This design comes from an exercise in tuning for small area on the open sky130 flow, not from production work.
The RTL was checked by simulation tests, not by an equivalence proof against the original design.
Power and IR drop assume default switching activity.

===== design/flow/design.v =====
`timescale 1ns / 1ps
`default_nettype none
module rv32i_alu (
    input  logic                        i_clk,
    input  logic                        i_rst_n,
    input  logic [14-1:0]       i_alu,
    input  logic [4:0]                  i_rs1_addr,
    input  logic [31:0]                 i_rs1,
    input  logic [31:0]                 i_rs2,
    input  logic [31:0]                 i_imm,
    input  logic [2:0]                  i_funct3,
    input  logic [11-1:0]    i_opcode,
    input  logic [4-1:0] i_exception,
    input  logic [31:0]                 i_pc,
    input  logic [4:0]                  i_rd_addr,
    input  logic                        i_ce,
    input  logic                        i_stall,
    input  logic                        i_force_stall,
    input  logic                        i_flush,
    output logic [4:0]                  o_rs1_addr,
    output logic [31:0]                 o_rs1,
    output logic [31:0]                 o_rs2,
    output logic [11:0]                 o_imm,
    output logic [2:0]                  o_funct3,
    output logic [11-1:0]    o_opcode,
    output logic [4-1:0] o_exception,
    output logic [31:0]                 o_y,
    output logic [31:0]                 o_pc,
    output logic [31:0]                 o_next_pc,
    output logic                        o_change_pc,
    output logic                        o_wr_rd,
    output logic [4:0]                  o_rd_addr,
    output logic [31:0]                 o_rd,
    output logic                        o_rd_valid,
    output logic                        o_stall_from_alu,
    output logic                        o_ce,
    output logic                        o_stall,
    output logic                        o_flush
);
    logic op_rtype, op_itype, op_load, op_store, op_branch, op_jal, op_jalr;
    logic op_lui, op_auipc, op_system, op_fence;
    assign op_rtype  = i_opcode[0];
    assign op_itype  = i_opcode[1];
    assign op_load   = i_opcode[2];
    assign op_store  = i_opcode[3];
    assign op_branch = i_opcode[4];
    assign op_jal    = i_opcode[5];
    assign op_jalr   = i_opcode[6];
    assign op_lui    = i_opcode[7];
    assign op_auipc  = i_opcode[8];
    assign op_system = i_opcode[9];
    assign op_fence  = i_opcode[10];
    logic [31:0] a, b;
    assign a = (op_jal | op_auipc) ? i_pc : i_rs1;
    assign b = (op_rtype | op_branch) ? i_rs2 : i_imm;
    logic        do_sub;
    logic [31:0] bx, sum;
    logic        cout;
    assign do_sub = i_alu[1] | i_alu[2] | i_alu[3] | i_alu[12] | i_alu[13];
    assign bx = b ^ {32{do_sub}};
    logic [31:0] a_p, a_g; logic [32:0] a_c;
    assign a_p = a ^ bx; assign a_g = a & bx; assign a_c[0] = do_sub;
    logic a_G0, a_P0; assign a_G0 = (a_g[3] | (a_p[3] & (a_g[2] | (a_p[2] & (a_g[1] | (a_p[1] & a_g[0])))))); assign a_P0 = (a_p[3] & (a_p[2] & (a_p[1] & a_p[0])));
    assign sum[0] = a_p[0] ^ a_c[0];
    assign a_c[1] = a_g[0] | (a_p[0] & a_c[0]);
    assign sum[1] = a_p[1] ^ a_c[1];
    assign a_c[2] = a_g[1] | (a_p[1] & a_c[1]);
    assign sum[2] = a_p[2] ^ a_c[2];
    assign a_c[3] = a_g[2] | (a_p[2] & a_c[2]);
    assign sum[3] = a_p[3] ^ a_c[3];
    assign a_c[4] = a_G0 | (a_P0 & a_c[0]);
    logic a_G1, a_P1; assign a_G1 = (a_g[7] | (a_p[7] & (a_g[6] | (a_p[6] & (a_g[5] | (a_p[5] & a_g[4])))))); assign a_P1 = (a_p[7] & (a_p[6] & (a_p[5] & a_p[4])));
    assign sum[4] = a_p[4] ^ a_c[4];
    assign a_c[5] = a_g[4] | (a_p[4] & a_c[4]);
    assign sum[5] = a_p[5] ^ a_c[5];
    assign a_c[6] = a_g[5] | (a_p[5] & a_c[5]);
    assign sum[6] = a_p[6] ^ a_c[6];
    assign a_c[7] = a_g[6] | (a_p[6] & a_c[6]);
    assign sum[7] = a_p[7] ^ a_c[7];
    assign a_c[8] = a_G1 | (a_P1 & a_c[4]);
    logic a_G2, a_P2; assign a_G2 = (a_g[11] | (a_p[11] & (a_g[10] | (a_p[10] & (a_g[9] | (a_p[9] & a_g[8])))))); assign a_P2 = (a_p[11] & (a_p[10] & (a_p[9] & a_p[8])));
    assign sum[8] = a_p[8] ^ a_c[8];
    assign a_c[9] = a_g[8] | (a_p[8] & a_c[8]);
    assign sum[9] = a_p[9] ^ a_c[9];
    assign a_c[10] = a_g[9] | (a_p[9] & a_c[9]);
    assign sum[10] = a_p[10] ^ a_c[10];
    assign a_c[11] = a_g[10] | (a_p[10] & a_c[10]);
    assign sum[11] = a_p[11] ^ a_c[11];
    assign a_c[12] = a_G2 | (a_P2 & a_c[8]);
    logic a_G3, a_P3; assign a_G3 = (a_g[15] | (a_p[15] & (a_g[14] | (a_p[14] & (a_g[13] | (a_p[13] & a_g[12])))))); assign a_P3 = (a_p[15] & (a_p[14] & (a_p[13] & a_p[12])));
    assign sum[12] = a_p[12] ^ a_c[12];
    assign a_c[13] = a_g[12] | (a_p[12] & a_c[12]);
    assign sum[13] = a_p[13] ^ a_c[13];
    assign a_c[14] = a_g[13] | (a_p[13] & a_c[13]);
    assign sum[14] = a_p[14] ^ a_c[14];
    assign a_c[15] = a_g[14] | (a_p[14] & a_c[14]);
    assign sum[15] = a_p[15] ^ a_c[15];
    assign a_c[16] = a_G3 | (a_P3 & a_c[12]);
    logic a_G4, a_P4; assign a_G4 = (a_g[19] | (a_p[19] & (a_g[18] | (a_p[18] & (a_g[17] | (a_p[17] & a_g[16])))))); assign a_P4 = (a_p[19] & (a_p[18] & (a_p[17] & a_p[16])));
    assign sum[16] = a_p[16] ^ a_c[16];
    assign a_c[17] = a_g[16] | (a_p[16] & a_c[16]);
    assign sum[17] = a_p[17] ^ a_c[17];
    assign a_c[18] = a_g[17] | (a_p[17] & a_c[17]);
    assign sum[18] = a_p[18] ^ a_c[18];
    assign a_c[19] = a_g[18] | (a_p[18] & a_c[18]);
    assign sum[19] = a_p[19] ^ a_c[19];
    assign a_c[20] = a_G4 | (a_P4 & a_c[16]);
    logic a_G5, a_P5; assign a_G5 = (a_g[23] | (a_p[23] & (a_g[22] | (a_p[22] & (a_g[21] | (a_p[21] & a_g[20])))))); assign a_P5 = (a_p[23] & (a_p[22] & (a_p[21] & a_p[20])));
    assign sum[20] = a_p[20] ^ a_c[20];
    assign a_c[21] = a_g[20] | (a_p[20] & a_c[20]);
    assign sum[21] = a_p[21] ^ a_c[21];
    assign a_c[22] = a_g[21] | (a_p[21] & a_c[21]);
    assign sum[22] = a_p[22] ^ a_c[22];
    assign a_c[23] = a_g[22] | (a_p[22] & a_c[22]);
    assign sum[23] = a_p[23] ^ a_c[23];
    assign a_c[24] = a_G5 | (a_P5 & a_c[20]);
    logic a_G6, a_P6; assign a_G6 = (a_g[27] | (a_p[27] & (a_g[26] | (a_p[26] & (a_g[25] | (a_p[25] & a_g[24])))))); assign a_P6 = (a_p[27] & (a_p[26] & (a_p[25] & a_p[24])));
    assign sum[24] = a_p[24] ^ a_c[24];
    assign a_c[25] = a_g[24] | (a_p[24] & a_c[24]);
    assign sum[25] = a_p[25] ^ a_c[25];
    assign a_c[26] = a_g[25] | (a_p[25] & a_c[25]);
    assign sum[26] = a_p[26] ^ a_c[26];
    assign a_c[27] = a_g[26] | (a_p[26] & a_c[26]);
    assign sum[27] = a_p[27] ^ a_c[27];
    assign a_c[28] = a_G6 | (a_P6 & a_c[24]);
    logic a_G7, a_P7; assign a_G7 = (a_g[31] | (a_p[31] & (a_g[30] | (a_p[30] & (a_g[29] | (a_p[29] & a_g[28])))))); assign a_P7 = (a_p[31] & (a_p[30] & (a_p[29] & a_p[28])));
    assign sum[28] = a_p[28] ^ a_c[28];
    assign a_c[29] = a_g[28] | (a_p[28] & a_c[28]);
    assign sum[29] = a_p[29] ^ a_c[29];
    assign a_c[30] = a_g[29] | (a_p[29] & a_c[29]);
    assign sum[30] = a_p[30] ^ a_c[30];
    assign a_c[31] = a_g[30] | (a_p[30] & a_c[30]);
    assign sum[31] = a_p[31] ^ a_c[31];
    assign a_c[32] = a_G7 | (a_P7 & a_c[28]);
    assign cout = a_c[32];
    logic ltu, lt, eq;
    assign ltu = ~cout;
    assign lt  = (a[31] ^ b[31]) ? a[31] : ltu;
    assign eq  = ~|a_p;   
    logic [31:0] a_rev, sh_in, sh_out, sh_rev;
    logic        fill;
    always_comb for (int i = 0; i < 32; i++) a_rev[i] = a[31-i];
    assign sh_in  = i_alu[7] ? a_rev : a;
    assign fill   = i_alu[9] & a[31];
    assign sh_out = 32'($signed({fill, sh_in}) >>> b[4:0]);
    always_comb for (int i = 0; i < 32; i++) sh_rev[i] = sh_out[31-i];
    logic cmp;
    assign cmp = (i_alu[2] & lt) | (i_alu[3] & ltu) | (i_alu[12] & ~lt) |
                 (i_alu[13] & ~ltu) | (i_alu[10] & eq) | (i_alu[11] & ~eq);
    logic [31:0] y;
    assign y = ({32{i_alu[0] | i_alu[1]}} & sum) |
               ({32{i_alu[4] | i_alu[5]}} & a_p) |
               ({32{i_alu[6] | i_alu[5]}} & a_g) |
               ({32{i_alu[7]}} & sh_rev) |
               ({32{i_alu[8] | i_alu[9]}} & sh_out) |
               {31'b0, cmp};
    logic [31:0] ta, target;
    assign ta = op_jalr ? i_rs1 : i_pc;
    logic [31:0] t_p, t_g; logic [32:0] t_c;
    assign t_p = ta ^ i_imm; assign t_g = ta & i_imm; assign t_c[0] = 1'b0;
    logic t_G0, t_P0; assign t_G0 = (t_g[3] | (t_p[3] & (t_g[2] | (t_p[2] & (t_g[1] | (t_p[1] & t_g[0])))))); assign t_P0 = (t_p[3] & (t_p[2] & (t_p[1] & t_p[0])));
    assign target[0] = t_p[0] ^ t_c[0];
    assign t_c[1] = t_g[0] | (t_p[0] & t_c[0]);
    assign target[1] = t_p[1] ^ t_c[1];
    assign t_c[2] = t_g[1] | (t_p[1] & t_c[1]);
    assign target[2] = t_p[2] ^ t_c[2];
    assign t_c[3] = t_g[2] | (t_p[2] & t_c[2]);
    assign target[3] = t_p[3] ^ t_c[3];
    assign t_c[4] = t_G0 | (t_P0 & t_c[0]);
    logic t_G1, t_P1; assign t_G1 = (t_g[7] | (t_p[7] & (t_g[6] | (t_p[6] & (t_g[5] | (t_p[5] & t_g[4])))))); assign t_P1 = (t_p[7] & (t_p[6] & (t_p[5] & t_p[4])));
    assign target[4] = t_p[4] ^ t_c[4];
    assign t_c[5] = t_g[4] | (t_p[4] & t_c[4]);
    assign target[5] = t_p[5] ^ t_c[5];
    assign t_c[6] = t_g[5] | (t_p[5] & t_c[5]);
    assign target[6] = t_p[6] ^ t_c[6];
    assign t_c[7] = t_g[6] | (t_p[6] & t_c[6]);
    assign target[7] = t_p[7] ^ t_c[7];
    assign t_c[8] = t_G1 | (t_P1 & t_c[4]);
    logic t_G2, t_P2; assign t_G2 = (t_g[11] | (t_p[11] & (t_g[10] | (t_p[10] & (t_g[9] | (t_p[9] & t_g[8])))))); assign t_P2 = (t_p[11] & (t_p[10] & (t_p[9] & t_p[8])));
    assign target[8] = t_p[8] ^ t_c[8];
    assign t_c[9] = t_g[8] | (t_p[8] & t_c[8]);
    assign target[9] = t_p[9] ^ t_c[9];
    assign t_c[10] = t_g[9] | (t_p[9] & t_c[9]);
    assign target[10] = t_p[10] ^ t_c[10];
    assign t_c[11] = t_g[10] | (t_p[10] & t_c[10]);
    assign target[11] = t_p[11] ^ t_c[11];
    assign t_c[12] = t_G2 | (t_P2 & t_c[8]);
    logic t_G3, t_P3; assign t_G3 = (t_g[15] | (t_p[15] & (t_g[14] | (t_p[14] & (t_g[13] | (t_p[13] & t_g[12])))))); assign t_P3 = (t_p[15] & (t_p[14] & (t_p[13] & t_p[12])));
    assign target[12] = t_p[12] ^ t_c[12];
    assign t_c[13] = t_g[12] | (t_p[12] & t_c[12]);
    assign target[13] = t_p[13] ^ t_c[13];
    assign t_c[14] = t_g[13] | (t_p[13] & t_c[13]);
    assign target[14] = t_p[14] ^ t_c[14];
    assign t_c[15] = t_g[14] | (t_p[14] & t_c[14]);
    assign target[15] = t_p[15] ^ t_c[15];
    assign t_c[16] = t_G3 | (t_P3 & t_c[12]);
    logic t_G4, t_P4; assign t_G4 = (t_g[19] | (t_p[19] & (t_g[18] | (t_p[18] & (t_g[17] | (t_p[17] & t_g[16])))))); assign t_P4 = (t_p[19] & (t_p[18] & (t_p[17] & t_p[16])));
    assign target[16] = t_p[16] ^ t_c[16];
    assign t_c[17] = t_g[16] | (t_p[16] & t_c[16]);
    assign target[17] = t_p[17] ^ t_c[17];
    assign t_c[18] = t_g[17] | (t_p[17] & t_c[17]);
    assign target[18] = t_p[18] ^ t_c[18];
    assign t_c[19] = t_g[18] | (t_p[18] & t_c[18]);
    assign target[19] = t_p[19] ^ t_c[19];
    assign t_c[20] = t_G4 | (t_P4 & t_c[16]);
    logic t_G5, t_P5; assign t_G5 = (t_g[23] | (t_p[23] & (t_g[22] | (t_p[22] & (t_g[21] | (t_p[21] & t_g[20])))))); assign t_P5 = (t_p[23] & (t_p[22] & (t_p[21] & t_p[20])));
    assign target[20] = t_p[20] ^ t_c[20];
    assign t_c[21] = t_g[20] | (t_p[20] & t_c[20]);
    assign target[21] = t_p[21] ^ t_c[21];
    assign t_c[22] = t_g[21] | (t_p[21] & t_c[21]);
    assign target[22] = t_p[22] ^ t_c[22];
    assign t_c[23] = t_g[22] | (t_p[22] & t_c[22]);
    assign target[23] = t_p[23] ^ t_c[23];
    assign t_c[24] = t_G5 | (t_P5 & t_c[20]);
    logic t_G6, t_P6; assign t_G6 = (t_g[27] | (t_p[27] & (t_g[26] | (t_p[26] & (t_g[25] | (t_p[25] & t_g[24])))))); assign t_P6 = (t_p[27] & (t_p[26] & (t_p[25] & t_p[24])));
    assign target[24] = t_p[24] ^ t_c[24];
    assign t_c[25] = t_g[24] | (t_p[24] & t_c[24]);
    assign target[25] = t_p[25] ^ t_c[25];
    assign t_c[26] = t_g[25] | (t_p[25] & t_c[25]);
    assign target[26] = t_p[26] ^ t_c[26];
    assign t_c[27] = t_g[26] | (t_p[26] & t_c[26]);
    assign target[27] = t_p[27] ^ t_c[27];
    assign t_c[28] = t_G6 | (t_P6 & t_c[24]);
    logic t_G7, t_P7; assign t_G7 = (t_g[31] | (t_p[31] & (t_g[30] | (t_p[30] & (t_g[29] | (t_p[29] & t_g[28])))))); assign t_P7 = (t_p[31] & (t_p[30] & (t_p[29] & t_p[28])));
    assign target[28] = t_p[28] ^ t_c[28];
    assign t_c[29] = t_g[28] | (t_p[28] & t_c[28]);
    assign target[29] = t_p[29] ^ t_c[29];
    assign t_c[30] = t_g[29] | (t_p[29] & t_c[29]);
    assign target[30] = t_p[30] ^ t_c[30];
    assign t_c[31] = t_g[30] | (t_p[30] & t_c[30]);
    assign target[31] = t_p[31] ^ t_c[31];
    assign t_c[32] = t_G7 | (t_P7 & t_c[28]);
    logic take;
    assign take = ~i_flush & ((op_branch & y[0]) | op_jal | op_jalr);
    assign o_next_pc   = take ? target : 32'b0;
    assign o_change_pc = take & i_ce;
    assign o_flush     = i_flush | (take & i_ce);
    assign o_stall     = (i_stall | i_force_stall) & ~i_flush;
    logic [31:0] pc4, ic;
    assign pc4[1:0] = i_pc[1:0];
    assign ic[2] = 1'b1;
    for (genvar i = 2; i < 32; i++) begin : g_inc
        assign pc4[i] = i_pc[i] ^ ic[i];
        if (i < 31) assign ic[i+1] = ic[i] & i_pc[i];
    end
    logic [31:0] rd;
    always_comb begin
        rd = 32'b0;
        if (~i_flush & (op_rtype | op_itype)) rd = y;
        if (~i_flush & (op_jal | op_jalr)) rd = pc4;
        if (op_lui) rd = i_imm;
        if (op_auipc) rd = target;
    end
    logic stall, capture;
    assign stall   = i_stall | o_stall;
    assign capture = i_ce & ~stall;
    always_ff @(posedge i_clk, negedge i_rst_n) begin
        if (!i_rst_n) begin
            o_exception      <= 0;
            o_ce             <= 0;
            o_stall_from_alu <= 0;
        end else begin
            if (capture) begin
                o_exception      <= i_exception;
                o_stall_from_alu <= op_store | op_load;
            end
            if (!stall) o_ce <= i_ce & ~i_flush;
            else if (!i_stall) o_ce <= 0;
        end
    end
    always_ff @(posedge i_clk) begin
        if (i_rst_n && capture) begin
            o_opcode   <= i_opcode;
            o_y        <= y;
            o_rs1_addr <= i_rs1_addr;
            o_rs1      <= i_rs1;
            o_rs2      <= i_rs2;
            o_rd_addr  <= i_rd_addr;
            o_imm      <= i_imm[11:0];
            o_funct3   <= i_funct3;
            o_rd       <= rd;
            o_pc       <= i_pc;
        end
    end
    assign o_wr_rd    = ~(o_opcode[4] | o_opcode[3] | o_opcode[10] |
                          (o_opcode[9] & (o_funct3 == 3'd0)));
    assign o_rd_valid = ~(o_opcode[2] | (o_opcode[9] & (o_funct3 != 3'd0)));
endmodule

===== design/flow/run.sh =====
#!/bin/bash
# synth_recipe.tcl (not shown) runs the flow's synth.tcl, then flattens the netlist and writes it again
# the make line also repeats each setting of config.mk as NAME=value (left out here)
make -C /OpenROAD-flow-scripts/flow DESIGN_CONFIG=/design/flow/config.mk WORK_HOME=/design/flow/orfs CLKGATE_MAP_FILE= SYNTH_SCRIPT=/design/flow/synth_recipe.tcl finish

===== design/flow/config.mk =====
export PLATFORM = sky130hd
export DESIGN_NAME = rv32i_alu
export DESIGN_NICKNAME = rv32i_alu
export VERILOG_FILES = /design/flow/design.v
export SDC_FILE = /design/flow/constraint.sdc
export NUM_CORES = 4
export LEC_CHECK = 0
export CAP_MARGIN = 20
export CORE_MARGIN = 2
export CORE_UTILIZATION = 40
export SLEW_MARGIN = 20

===== design/flow/constraint.sdc =====
create_clock -name core_clock -period 9.0 [get_ports {i_clk}]
set_input_delay 1.8000 -clock core_clock [delete_from_list [all_inputs] [get_ports {i_clk}]]
set_output_delay 1.8000 -clock core_clock [all_outputs]
set_load 0.01 [all_outputs]

==> results of run 1 <==
## synth_stat cells, types with 7 or more instances
library cell	instances	area (sq um)
a22oi_1	8	60.1
inv_1	60	225
buf_1	14	52.6
o211ai_1	16	120
buf_6	7	78.8
a31oi_1	15	93.8
ha_1	85	1060
a21oi_1	95	475
o21a_1	10	75.1
mux2i_2	7	96.3
nand4_1	11	68.8
and2_1	33	206
mux2_2	53	597
a221o_1	10	100
nor4_1	13	81.3
buf_2	10	50.1
or2_2	11	68.8
o22ai_1	7	43.8
a221oi_1	19	166
edfxtp_1	196	5890
o21ai_0	75	375
nand3_1	24	120
o21bai_1	7	52.6
nand2_1	128	480
xnor2_1	16	140
nor3_1	20	100
a21o_1	23	173
a21boi_0	10	75.1
clkbuf_1	65	244
a211oi_1	25	188
o221ai_1	12	105
xor2_1	27	236
mux4_2	34	766
and3_1	7	43.8
nor2_1	127	477
o31ai_1	9	67.6
nor2b_1	9	56.3
fa_1	47	941
mux2i_1	94	941
or3_1	7	43.8
a222oi_1	21	210
## layout by cell type (no fill, tap or decap), drive strengths merged, types with 9 or more instances in the layout
master           n
ha              85
a221o           10
mux4            34
a21o            23
nor3            20
a222oi          21
mux2            53
fa              47
buf            161
o221ai          12
nand3           24
o31ai            9
nand4           11
nor4            13
edfxtp         196
xnor2           16
xor2            27
mux2i          101
o21a            10
clkdlybuf4s50  401
nor2b            9
a21boi          12
o211ai          16
o21ai           79
or2             12
clkinv          12
nor2           128
a21oi           95
inv             62
a221oi          20
clkbuf          25
nand2          130
a31oi           15
and2            33
a211oi          25
## tightest hold or removal path, delay by kind of cell, from the launching register on
kind	cells	cell delay, ns
simple gates	1	0.05
flops	1	0.34
compound gates	1	0.07
## area by class of cell
class                           count  area (sq um)
Fill cell                        3564         17200
Multi-Input combinational cell   1197          9740
Sequential cell                   202          6040
Clock inverter                     15           131
Timing Repair Buffer              572          5370
Tap cell                          525           657
Clock buffer                       25           604
Inverter                           61           229
Antenna cell                        5          12.5
## registers in the layout (all words and copies together), names as in the netlist
register / cells
o_rs2: 32
o_rd_addr: 5
o_rs1_addr: 5
o_pc: 32
o_exception: 4
o_rd: 32
o_rs1: 32
o_stall_from_alu: 1
o_ce: 1
o_imm: 12
o_opcode: 11
o_y: 32
o_funct3: 3
## path summary, 6_finish.rpt
| kind | start | to | slack (ns) | cells after the start |
|---|---|---|---|---|
| setup reg to reg | o_exception[2]$_DFFE_PN0P_ | o_exception[2]$_DFFE_PN0P_ | 8.23 | 1 |
| max in group asynchronous | i_rst_n | o_stall_from_alu$_DFFE_PN0P_ | 7.23 | 1 |
| hold reg to reg | o_ce$_DFFE_PN0P_ | o_ce$_DFFE_PN0P_ | 0.50 | 2 |
| hold / removal | o_ce$_DFFE_PN0P_ | o_ce$_DFFE_PN0P_ | 0.50 | 2 |
| min in group asynchronous | i_rst_n | o_exception[1]$_DFFE_PN0P_ | 1.52 | 1 |
| setup / recovery | i_pc[0] | o_next_pc[31] | 0.19 | 25 |
## kinds of logic after synthesis
| family | count (synthesis) |
|---|---|
| simple gates | 410 |
| flops | 202 |
| buf+inv | 157 |
| mux | 188 |
| compound gates | 422 |
| fa+ha+maj | 134 |
| xor+xnor | 43 |
## what timing repair did
item | in CTS | in global routing
hold endpoints to repair | 0 | 0
hold buffers | 0 | 0
resized for setup | 27 | 10
buffers inserted | 2 | 3
pin swaps | 5 | 5
endpoints found under the setup margin | 12 | 11
## where the power goes
group / leakage, nW / switching [mW] / internal, mW
clock network: 0.363 / 0.406 / 0.518
registers: 1.91 / 0.0131 / 1.09
logic: 6.65 / 0.860 / 0.612
total: 8.92 / 1.28 / 2.22
## per-layer routing
| metal | vias up | wire length, um | part of all wire, % |
|---|---|---|---|
| met5 | - | 0 | 0 |
| met4 | 0 | 4410 | 5.5 |
| met3 | 177 | 8850 | 11 |
| met2 | 1147 | 36200 | 45 |
| met1 | 8012 | 30900 | 38 |
| li1 | 6987 | - | - |
==> results by group, run 1 <==
Clocking
  – Max clock buf depth: 3
  – Clk latency of the worst-skew pair: 0.54 ns
  – H-tree depth: 1
  – Clock sink count: 202
  – Root buffer selected by CTS: clkbuf_16
  – Num CTS Buffers: 24
  – CTS tree: yes
  – Worst-path clk slew: 0.06 ns

Global routing
  – Vias in the first global route: 15900
  – Initial antenna violation count: 5
  – GR Util met2: 60.0%
  – Largest net degree at the start of global routing: 180
  – GR Overflow Total: 0
  – GRT Resource Usage Total: 37.6%
  – Gr busiest metal: met2
  – First-pass GRT wire length: 113000 um
  – Met3 Use GR: 8.34%
  – Routing usage on met1: 48.4%

Floorplanning
  – Core Rows: 73
  – Starting Density: 40.8%
  – DIE HEIGHT: 206 um
  – Die width: 206 um
  – Die area: 0.0424 sq mm
  – Boundary pin count: 415
  – Core box area: 0.0400 sq mm

Setup path
  – Critical Path End Type: primary output
  – Crit-path max cell delay: 0.42 ns
  – CP max stage cell: clkdlybuf4s50_1
  – WP data required: 7.20 ns
  – Setup CP Type: input port to primary output
  – Crit Path Max Fanout: 2
  – CP Buf/Inv Count: 5
  – Most used cell along the critical path: fa_2
  – CP top delay family: adder cells
  – CP arrival: 7.01 ns
  – Startpoint Class: input port

Timing
  – Clk_skew: 0 ns
  – Setup TNS: 0 ns
  – Measured slew at the worst slew-check pin: 1.23 ns
  – Final Hold Viols: 0
  – PnR worst setup slack: 0.188 ns
  – Max_slew headroom: 17.6%
  – Post-route minimum period: 8.81 ns
  – Final setup fails: 0
  – Fin. max-slew vios: 0
  – Hold slack: 0.500 ns
  – Crit share post-route: 97.9%
  – Peak Freq: 0.113 GHz

Synthesis
  – Post-synth ARST share: 2.97%
  – Post-synthesis cell count: 1556
  – Simple-Gate Fraction of Synth Area: 11.6%
  – Adder-cell share of the synthesized area: 12.4%
  – Post-synth EDFFs: 196
  – Synthesized area: 0.0163 sq mm
  – Mux share of post-synthesis cell area: 14.7%
  – Main combinational cell family by area after synthesis: compound AO/OA/AOI/OAI gates
  – Avg Cell Area, Syn: 10.5 sq um
  – Post-synthesis compound-gate area fraction: 17.9%
  – Synth Area in XOR/XNOR: 2.31%
  – FF+latch count, synth: 202
  – Yosys warns: 1
  – Mapped Nets: 1864
  – Yosys cell types: 75
  – Sequential area share after synthesis: 37.0%
  – Primary FF master, synth: edfxtp_1

Power and ir drop
  – Total power draw: 3.50 mW
  – P_leak: 8.92 nW
  – Worst vdd ir: 0.159 mV
  – Power per standard cell area: 154 mW/mm^2

Routing
  – Routed WL: 80400 um
  – Pre-Repair DR Iteration Count: 9
  – Via/cell ratio: 6.27
  – DR WL/cell: 30.9 um
  – Final ANT Viol Nets: 0
  – Initial detailed-routing violation count: 2185
  – Vias: 16300
  – Post-route DRC: 0

Cells and area
  – Final Util: 56.9%
  – Design Area, Final: 0.0228 sq mm
  – Final std cells w/o fill: 2602
  – Nets: 2366
  – Layout cell share with drive strength beyond 1: 16.6%
  – Synthesis-to-layout area growth: 39.7%

Placed design
  – Post-DP HPWL: 65700 um
  – Placed cells: 2552
  – Dpl ws: -0.863 ns
  – Port Buf Inserts: 414
  – Final RePlAce weighted congestion: 1.07
  – Post-place instance area: 0.0219 sq mm

Worst hold path
  – Worst hold-check path type: flop to flop

Outcome
  – Outcome: timing/DRC/antenna clean

Job
  – Max Cap Viol: 0
==> run 2: changes to the inputs <==
==> design/flow/flow/run.sh (new file) <==
#!/bin/bash
# The standard layout (the standard.sh: standard synthesis, ORFS from floorplan to finish),
# with one change: the buffer that global placement puts on every input and output port is
# sky130_fd_sc_hd__buf_1 instead of the one OpenROAD picks by default.
set -euo pipefail
cd "$(dirname "$0")/.."
bash standard.sh "BUFFER_PORTS_ARGS=-buffer_cell sky130_fd_sc_hd__buf_1" finish > flow_make.log 2>&1
==> design/flow/standard.sh (new file) <==
#!/bin/bash
# synth_recipe.tcl (not shown) runs the flow's synth.tcl, then flattens the netlist and writes it again
# the make line also repeats each setting of config.mk as NAME=value (left out here)
make -C /OpenROAD-flow-scripts/flow DESIGN_CONFIG=/design/flow/config.mk WORK_HOME=/design/flow/orfs CLKGATE_MAP_FILE= SYNTH_SCRIPT=/design/flow/synth_recipe.tcl "${@:-finish}"
removed: design/flow/run.sh
==> run 2 against run 1 <==
Sequential cell count unchanged; sequential share of layout area increased by 4.4 points; global-route usage decreased by 1.3 points; sequential power about the same; critical path type unchanged; largest cell class unchanged; maximum frequency is 0.71% higher; non-clock buffer count down 76; highest routed layer is now met5; critical endpoint unchanged; cell count is 3.0% lower; still clean on timing, DRC and antenna; area after synthesis unchanged.
==> results by group, run 2 <==
Routing
  – Top sig layer: met5
  – Final ANT Viol Nets: 0 (unchanged)
  – Post-route DRC: 0 (unchanged)
  – DR WL/cell: 30.9 um (about the same)
  – Metal2 WL: 35400 um (-2.4%)
  – Pre-Repair DR Iteration Count: 8 (-1)
  – Met1 Wirelength: 30000 um (-2.9%)
  – Met3 WL post-DR: 7990 um (-9.7%)
  – Via/cell ratio: 6.30 (+0.45%)
  – Initial detailed-routing violation count: 1792 (-18%)
  – Routed WL: 78000 um (-3.0%)
  – Vias: 15900 (-2.6%)

Global routing
  – GR Overflow Total: 0 (unchanged)
  – GRT Resource Usage Total: 36.2% (-1.3 points)
  – Vias in the first global route: 15500 (-2.8%)
  – Largest net degree at the start of global routing: 80 (-56%)
  – Initial antenna violation count: 3 (-2)
  – First-pass GRT wire length: 110000 um (-3.3%)

Synthesis
  – Post-synth ARST share: 2.97% (unchanged)
  – Mapped Nets: 1864 (unchanged)
  – Top-area cell type share of the netlist area: 36.1% (unchanged)
  – Top-count cell post-synth: edfxtp_1
  – Yosys warns: 1 (unchanged)
  – Post-synth top cells: edfxtp_1, nand2_1, nor2_1
  – Synth area leaders: edfxtp_1, ha_1, fa_1
  – Primary FF master, synth: edfxtp_1
  – Post-synth EDFFs: 196 (unchanged)
  – Sequential area share after synthesis: 37.0% (unchanged)
  – Largest area contributor in the netlist: edfxtp_1
  – Synthesized area: 0.0163 sq mm (unchanged)
  – FF+latch count, synth: 202 (unchanged)
  – Yosys cell types: 75 (unchanged)
  – Avg Cell Area, Syn: 10.5 sq um (unchanged)
  – Post-synthesis cell count: 1556 (unchanged)

Power and ir drop
  – Switch Pwr: 1.24 mW (-2.7%)
  – Part of the power in registers: 33.7% (+2.1 points)
  – Total power draw: 3.28 mW (-6.5%)
  – Power per standard cell area: 168 mW/mm^2 (+9.1%)
  – Internal power: 2.03 mW (-8.6%)
  – P_leak: 7.40 nW (-17%)
  – Clock Power Share: 26.9% (+0.5 points)
  – Combinational power share: 39.3% (-2.7 points)
  – Net switching fraction of the power: 38.0% (+1.5 points)
  – Worst vdd ir: 0.135 mV (-15%)

Clocking
  – H-tree depth: 1 (unchanged)
  – CTS Hold Bufs: 0 (unchanged)
  – Root buffer selected by CTS: clkbuf_16
  – Clk latency of the worst-skew pair: 0.53 ns (about the same)
  – Num CTS Buffers: 22 (-8.3%)
  – Max clock buf depth: 3 (unchanged)
  – CTS tree: yes
  – Clock sink count: 202 (unchanged)
  – Worst-path clk slew: 0.06 ns (about the same)

Placed design
  – Final RePlAce weighted congestion: 1.02 (-5.3%)
  – Post-DP HPWL: 63300 um (-3.7%)
  – Port Buf Inserts: 414 (unchanged)
  – Placed cells: 2480 (-2.8%)
  – Dpl ws: -0.0507 ns (+0.812 ns)

Timing
  – Hold slack: 0.484 ns (-0.0167 ns)
  – Post-route minimum period: 8.75 ns (-0.0622 ns)
  – Final Hold Viols: 0 (unchanged)
  – Fin. max-slew vios: 0 (unchanged)
  – Measured slew at the worst slew-check pin: 1.04 ns (-0.191 ns)
  – Peak Freq: 0.114 GHz (+0.71%)
  – Crit share post-route: 97.2% (-0.69 points)
  – PnR worst setup slack: 0.250 ns (+0.0622 ns)
  – Final setup fails: 0 (unchanged)
  – RSZ-0062 raised after global routing: false
  – Max_slew headroom: 30.6% (+13 points)
  – Clk_skew: 0 ns (unchanged)

Cells and area
  – Final Util: 48.8% (-8.1 points)
  – Leading cell type in the layout, fill and taps excluded: buf_1
  – Filler instances: 3889 (+9.1%)
  – Nets: 2288 (-3.3%)
  – Layout cell share with drive strength beyond 1: 12.9% (-3.7 points)
  – Final std cells w/o fill: 2523 (-3.0%)
  – Most frequent cells in the layout: buf_1, edfxtp_1, nand2_1
  – Synthesis-to-layout area growth: 19.8%

Floorplanning
  – Core box area: 0.0400 sq mm (unchanged)
  – Die area: 0.0424 sq mm (unchanged)
  – Starting Density: 40.8% (unchanged)
  – Die width: 206 um (unchanged)
  – Boundary pin count: 415 (unchanged)
  – DIE HEIGHT: 206 um (unchanged)
  – Core Rows: 73 (unchanged)

Setup path
  – FF-to-FF setup slack: 8.25 ns (+0.02 ns)
  – Critical Path End Type: primary output
  – WP data required: 7.20 ns (about the same)
  – Crit-path max cell delay: 0.42 ns (about the same)
  – Startpoint Class: input port
  – Setup CP Type: input port to primary output
  – R2R cell count: 1 (unchanged)
  – CP max stage cell: fa_1
  – WP depth: 25 (unchanged)
  – CP Buf/Inv Count: 5 (unchanged)
  – CP arrival: 6.95 ns (-0.06 ns)
  – CP top delay family: adder cells
  – Crit Path Max Fanout: 2 (unchanged)

Worst hold path
  – Worst hold-check path type: flop to flop
  – Hold path cells: 2 (unchanged)

Job
  – Max Cap Viol: 0 (unchanged)

Outcome
  – Outcome: timing/DRC/antenna clean
## run 2: kinds of logic (layout without fill, tap and decap cells)
family          Yosys count  count (layout)  synth area share [%]
other cells               0               2                     0
flops                   202             202                  37.0
compound gates          422             422                  17.9
xor+xnor                 43              43                  2.31
mux                     188             188                  14.7
simple gates            410             410                  11.6
fa+ha+maj               134             134                  12.4
buf+inv                 157             597                  4.01
## run 2: through the flow
step	TNS [ns]	cell area, sq um
2_1_floorplan	0	16300
3_3_place_gp	0	18800
3_5_place_dp	-0.0507	18800
4_1_cts	0	19500
5_1_grt	0	19500
6_report	0	19500
## run 2: final timing paths
check | start | end
max in group asynchronous | i_rst_n | o_stall_from_alu$_DFFE_PN0P_
worst min-delay path | o_stall_from_alu$_DFFE_PN0P_ | o_stall_from_alu$_DFFE_PN0P_
min in group asynchronous | i_rst_n | o_exception[3]$_DFFE_PN0P_
worst max register to register | o_exception[1]$_DFFE_PN0P_ | o_exception[1]$_DFFE_PN0P_
worst max-delay path | i_opcode[6] | o_next_pc[31]
worst min register to register | o_stall_from_alu$_DFFE_PN0P_ | o_stall_from_alu$_DFFE_PN0P_
## run 2: power by group through the flow
stage	Clock, mW	Combinational (mW)	Sequential, mW
after global routing	0.932	1.36	1.11
final	0.881	1.29	1.11
after global placement	0	1.25	1.12
after CTS	0.890	1.25	1.11
after detailed placement	0	1.24	1.13
after floorplan	0	0.689	1.15
## run 2: timing repair
item	in CTS	in global routing
resized for setup	1	10
endpoints found under the setup margin	1	3
pin swaps	2	1
setup buffers	1	0
hold endpoints to repair	0	0
## run 2: layout make-up
type	count	area, sq um	area share (%)
diodes	2	5.00	0.0256
clock buffers	27	579	2.97
clock inverters	13	119	0.609
inverters	61	229	1.17
multi-input cells	1197	9710	49.7
flip-flops and latches	202	6040	30.9
well taps	525	657	3.36
repair buffers	496	2200	11.3
## run 2: layer usage
metal  vias up  GRT usage [%]
met5         -              0
met2      1002           57.9
li1       6812              -
met1      7879           46.6
met3       200           7.76
met4         6           18.0
==> run 3: changes to the inputs <==
--- a/design/flow/design.v
+++ b/design/flow/design.v
@@ -155,7 +155,7 @@
                ({32{i_alu[8] | i_alu[9]}} & sh_out) |
                {31'b0, cmp};
     logic [31:0] ta, target;
-    assign ta = op_jalr ? i_rs1 : i_pc;
+    assign ta = op_jalr ? i_rs1 : (op_lui ? 32'b0 : i_pc);
     logic [31:0] t_p, t_g; logic [32:0] t_c;
     assign t_p = ta ^ i_imm; assign t_g = ta & i_imm; assign t_c[0] = 1'b0;
     logic t_G0, t_P0; assign t_G0 = (t_g[3] | (t_p[3] & (t_g[2] | (t_p[2] & (t_g[1] | (t_p[1] & t_g[0])))))); assign t_P0 = (t_p[3] & (t_p[2] & (t_p[1] & t_p[0])));
@@ -248,8 +248,7 @@
         rd = 32'b0;
         if (~i_flush & (op_rtype | op_itype)) rd = y;
         if (~i_flush & (op_jal | op_jalr)) rd = pc4;
-        if (op_lui) rd = i_imm;
-        if (op_auipc) rd = target;
+        if (op_lui | op_auipc) rd = target;
     end
     logic stall, capture;
     assign stall   = i_stall | o_stall;
--- a/design/flow/config.mk
+++ b/design/flow/config.mk
@@ -5,7 +5,10 @@
 export SDC_FILE = /design/flow/constraint.sdc
 export NUM_CORES = 4
 export LEC_CHECK = 0
+export ABC_AREA = 1
 export CAP_MARGIN = 20
 export CORE_MARGIN = 2
 export CORE_UTILIZATION = 40
+export CTS_CLUSTER_DIAMETER = 150
+export CTS_CLUSTER_SIZE = 25
 export SLEW_MARGIN = 20
==> run 3 against run 2 <==
Routed wire length fell by 25%; final area shrank 11%; non-clock buffer count decreased by 47; largest cell class unchanged; still clean on timing, DRC and antenna; register-to-register slack improved by 0.07 ns; die area down 8.1%; cell count rose by 2.8%; largest power group is now registers; worst hold slack got worse by 0.0015 ns; maximum frequency up 0.53%; global-route usage fell by 7.2 points.
==> results by group, run 3 <==
Placed design
  – Post-place instance area: 0.0170 sq mm (-9.5%)
  – Placed cells: 2572 (+3.7%)
  – Port Buf Inserts: 414 (unchanged)
  – Post-DP HPWL: 47600 um (-25%)
  – Dpl ws: 0.196 ns (+0.247 ns)
  – Final RePlAce weighted congestion: 0.969 (-4.5%)

Power and ir drop
  – Internal power: 1.68 mW (-17%)
  – Total power draw: 2.68 mW (-18%)
  – Net switching fraction of the power: 37.2% (-0.76 points)
  – Clock Power Share: 21.8% (-5.1 points)
  – Combinational power share: 37.0% (-2.3 points)
  – Worst vdd ir: 0.103 mV (-24%)
  – Part of the power in registers: 41.2% (+7.5 points)
  – P_leak: 7.04 nW (-4.9%)
  – Switch Pwr: 999 uW (-20%)
  – Power per standard cell area: 154 mW/mm^2 (-7.9%)

Routing
  – Vias: 14400 (-9.5%)
  – Via/cell ratio: 5.55 (-12%)
  – Post-route DRC: 0 (unchanged)
  – Pre-Repair DR Iteration Count: 6 (-2)
  – Final ANT Viol Nets: 0 (unchanged)
  – Routed WL: 58700 um (-25%)
  – DR WL/cell: 22.6 um (-27%)
  – Initial detailed-routing violation count: 1433 (-20%)

Setup path
  – Worst r2r src: o_ce$_DFFE_PN0P_
  – R2R cell count: 2 (+1)
  – Startpoint Class: input port
  – Worst Setup SP: i_opcode[7]
  – CP arrival: 6.90 ns (-0.05 ns)
  – Critical Path End Type: primary output
  – Reg2reg end: o_ce$_DFFE_PN0P_
  – WP data required: 7.20 ns (about the same)
  – Crit Path Max Fanout: 7 (+5)
  – Setup CP Type: input port to primary output
  – FF-to-FF setup slack: 8.32 ns (+0.07 ns)

Synthesis
  – Top-area cell type share of the netlist area: 39.3% (+3.2 points)
  – Post-synth ARST share: 2.97% (unchanged)
  – Mapped Nets: 2053 (+10%)
  – FF+latch count, synth: 202 (unchanged)
  – Post-synthesis cell count: 1745 (+12%)
  – Yosys warns: 1 (unchanged)
  – Yosys cell types: 57 (-24%)
  – Synth area leaders: edfxtp_1, nand2_1, ha_1
  – Largest area contributor in the netlist: edfxtp_1
  – Post-synth EDFFs: 196 (unchanged)
  – Synthesized area: 0.0150 sq mm (-8.2%)
  – Post-synth top cells: nand2_1, inv_1, edfxtp_1
  – Avg Cell Area, Syn: 8.58 sq um (-18%)
  – Sequential area share after synthesis: 40.3% (+3.3 points)
  – Top-count cell post-synth: nand2_1
  – Primary FF master, synth: edfxtp_1

Floorplanning
  – DIE HEIGHT: 197 um (-4.1%)
  – Die width: 197 um (-4.1%)
  – Die area: 0.0390 sq mm (-8.1%)
  – Core box area: 0.0367 sq mm (-8.3%)
  – Starting Density: 40.8% (about the same)
  – Boundary pin count: 415 (unchanged)
  – Core Rows: 70 (-4.1%)

Cells and area
  – Nets: 2427 (+6.1%)
  – Design Area, Final: 0.0174 sq mm (-11%)
  – Final Util: 47.4% (-1.5 points)
  – Layout cell share with drive strength beyond 1: 5.94% (-7.0 points)
  – Synthesis-to-layout area growth: 16.1%
  – Final std cells w/o fill: 2593 (+2.8%)
  – Leading cell type in the layout, fill and taps excluded: buf_1
  – Most frequent cells in the layout: buf_1, nand2_1, inv_1

Global routing
  – First-pass GRT wire length: 84000 um (-23%)
  – Initial antenna violation count: 4 (+1)
  – Largest net degree at the start of global routing: 79 (-1.3%)
  – Vias in the first global route: 13400 (-13%)
  – GRT Resource Usage Total: 29.1% (-7.2 points)
  – GR Overflow Total: 0 (unchanged)

Worst hold path
  – Hold EP: o_exception[0]$_DFFE_PN0P_
  – Worst hold-check path type: flop to flop
  – Hold path cells: 2 (unchanged)
  – Hold Crit Start: o_exception[0]$_DFFE_PN0P_

Timing
  – Max_slew headroom: 31.0% (+0.36 points)
  – Measured slew at the worst slew-check pin: 1.03 ns (-0.00689 ns)
  – RSZ-0062 raised after global routing: false
  – Clk_skew: 0 ns (unchanged)
  – Post-route minimum period: 8.70 ns (-0.0464 ns)
  – Hold slack: 0.482 ns (-0.00145 ns)
  – Setup TNS: 0 ns (unchanged)
  – Final setup fails: 0 (unchanged)
  – Peak Freq: 0.115 GHz (+0.53%)
  – PnR worst setup slack: 0.297 ns (+0.0464 ns)
  – Crit share post-route: 96.7% (-0.52 points)
  – Fin. max-slew vios: 0 (unchanged)
  – Final Hold Viols: 0 (unchanged)

Clocking
  – Worst-path clk slew: 0.07 ns (about the same)
  – CTS Hold Bufs: 0 (unchanged)
  – CTS tree: yes
  – Root buffer selected by CTS: clkbuf_16
  – CTS resizes: 0 (-1)
  – H-tree depth: 1 (unchanged)
  – Num CTS Buffers: 12 (-45%)
  – Max clock buf depth: 3 (unchanged)
  – Clock sink count: 202 (unchanged)
  – Postcts setup bufs: 0 (-1)
  – Clk latency of the worst-skew pair: 0.48 ns (-0.05 ns)

Job
  – Max Cap Viol: 0 (unchanged)

Outcome
  – Outcome: timing/DRC/antenna clean
==> run 3: cell count changes after synthesis, sizes merged, moves of 17 or more <==
cell and change:
a211oi -17, a21o -23, a21oi +23, a221oi -18
a222oi -21, and2 -33, inv +150, mux2 -53
mux2i -87, mux4 -34, nand2 +275, nand3 +68
nor2 -61, o21ai +167
==> run 3: final cells by class <==
cell class                 instances  area [sq um]
inverter                         218           818
antenna                            3          7.51
tap                              468           586
clock inverter                     1          30.0
timing repair buffer             449          1840
sequential                       202          6040
multi-input combinational       1236          7720
fill                            3678         19300
clock buffer                      16           337
==> run 3: metal layers <==
metal	track usage (%)	vias up	routed length, um
li1	-	6675	-
met1	40.2	6924	24700
met2	46.8	707	26900
met3	5.04	83	5550
met4	8.41	4	1550
met5	0	-	26
==> run 3: worst max-delay path, stage by stage <==
cell and delay, ns:
clkbuf_2 0.22, o31ai_1 0.31, ha_1 0.23, fa_1 0.18
inv_1 0.05, fa_1 0.41, fa_1 0.44, nand3b_1 0.18
nand3_1 0.14, a221o_1 0.21, nand3_1 0.08, nand2_1 0.09
nand3_1 0.07, nand3_1 0.11, nand3_1 0.08, nand3_1 0.18
a31oi_1 0.16, fa_1 0.44, fa_1 0.43, fa_1 0.41
xor2_1 0.16, xor2_1 0.19, a21oi_2 0.11, buf_1 0.19
==> run 3: how the worst max path moves through the flow <==
stage / slack (ns) / end / cells after the start
after global routing: 0.06 / o_next_pc[31] / 24
after detailed placement: 0.20 / o_next_pc[31] / 24
final: 0.30 / o_next_pc[31] / 24
after floorplan: 0.83 / o_funct3[0]$_DFFE_PP_ / 5
after global placement: 0.30 / o_next_pc[31] / 24
after CTS: 0.21 / o_next_pc[31] / 24
==> run 3: power groups by stage <==
stage / logic (mW) / registers [mW] / clock network [mW]
3_3_place_gp: 0.965 / 1.13 / 0
3_5_place_dp: 0.973 / 1.13 / 0
2_1_floorplan: 0.600 / 1.15 / 0
6_report: 0.993 / 1.10 / 0.585
5_1_grt: 1.09 / 1.11 / 0.620
4_1_cts: 0.978 / 1.11 / 0.596
==> run 3: cell families (layout without fill, tap and decap cells) <==
logic type	count (synthesis)	after routing	synth area share, %
AND/OR/NAND/NOR	592	592	16.4
AO/OA/AOI/OAI	450	450	18.0
buffers and inverters	307	684	8.21
flip-flops	202	202	40.3
adder cells (fa/ha/maj)	132	132	13.4
XOR/XNOR	48	48	2.81
multiplexers	14	14	0.936
other	0	3	0

-- static timing again, ports no longer ideal --
The flow's constraints put no driver on any port. The routed layouts listed below were extracted and timed again, unchanged, in two steps.
Step 1, drivers: a clkbuf_16 drives i_clk and a buf_2 each remaining input, both assumed.
Step 2 also shifts input and output timing later by t, the mid clock arrival at the registers, as if the neighbouring blocks saw the same clock.
a / b / c = ideal / step 1 / step 2; a / b = the first two.
run	t (ns)	setup slack, ns	worst hold slack (ns)	worst setup path at the end
run 1	0.607	0.188 / 0.162 / 0.162	0.500 / 0.500 / 0.500	input to output
run 2	0.607	0.250 / 0.198 / 0.198	0.484 / 0.484 / 0.484	input to output
run 3	0.522	0.297 / 0.256 / 0.256	0.482 / 0.482 / 0.482	input to output
After both steps setup and hold are still met in every run listed. For run 2, which loses most, drivers alone change the setup slack by -0.052 ns; drivers and shift together by -0.052 ns.
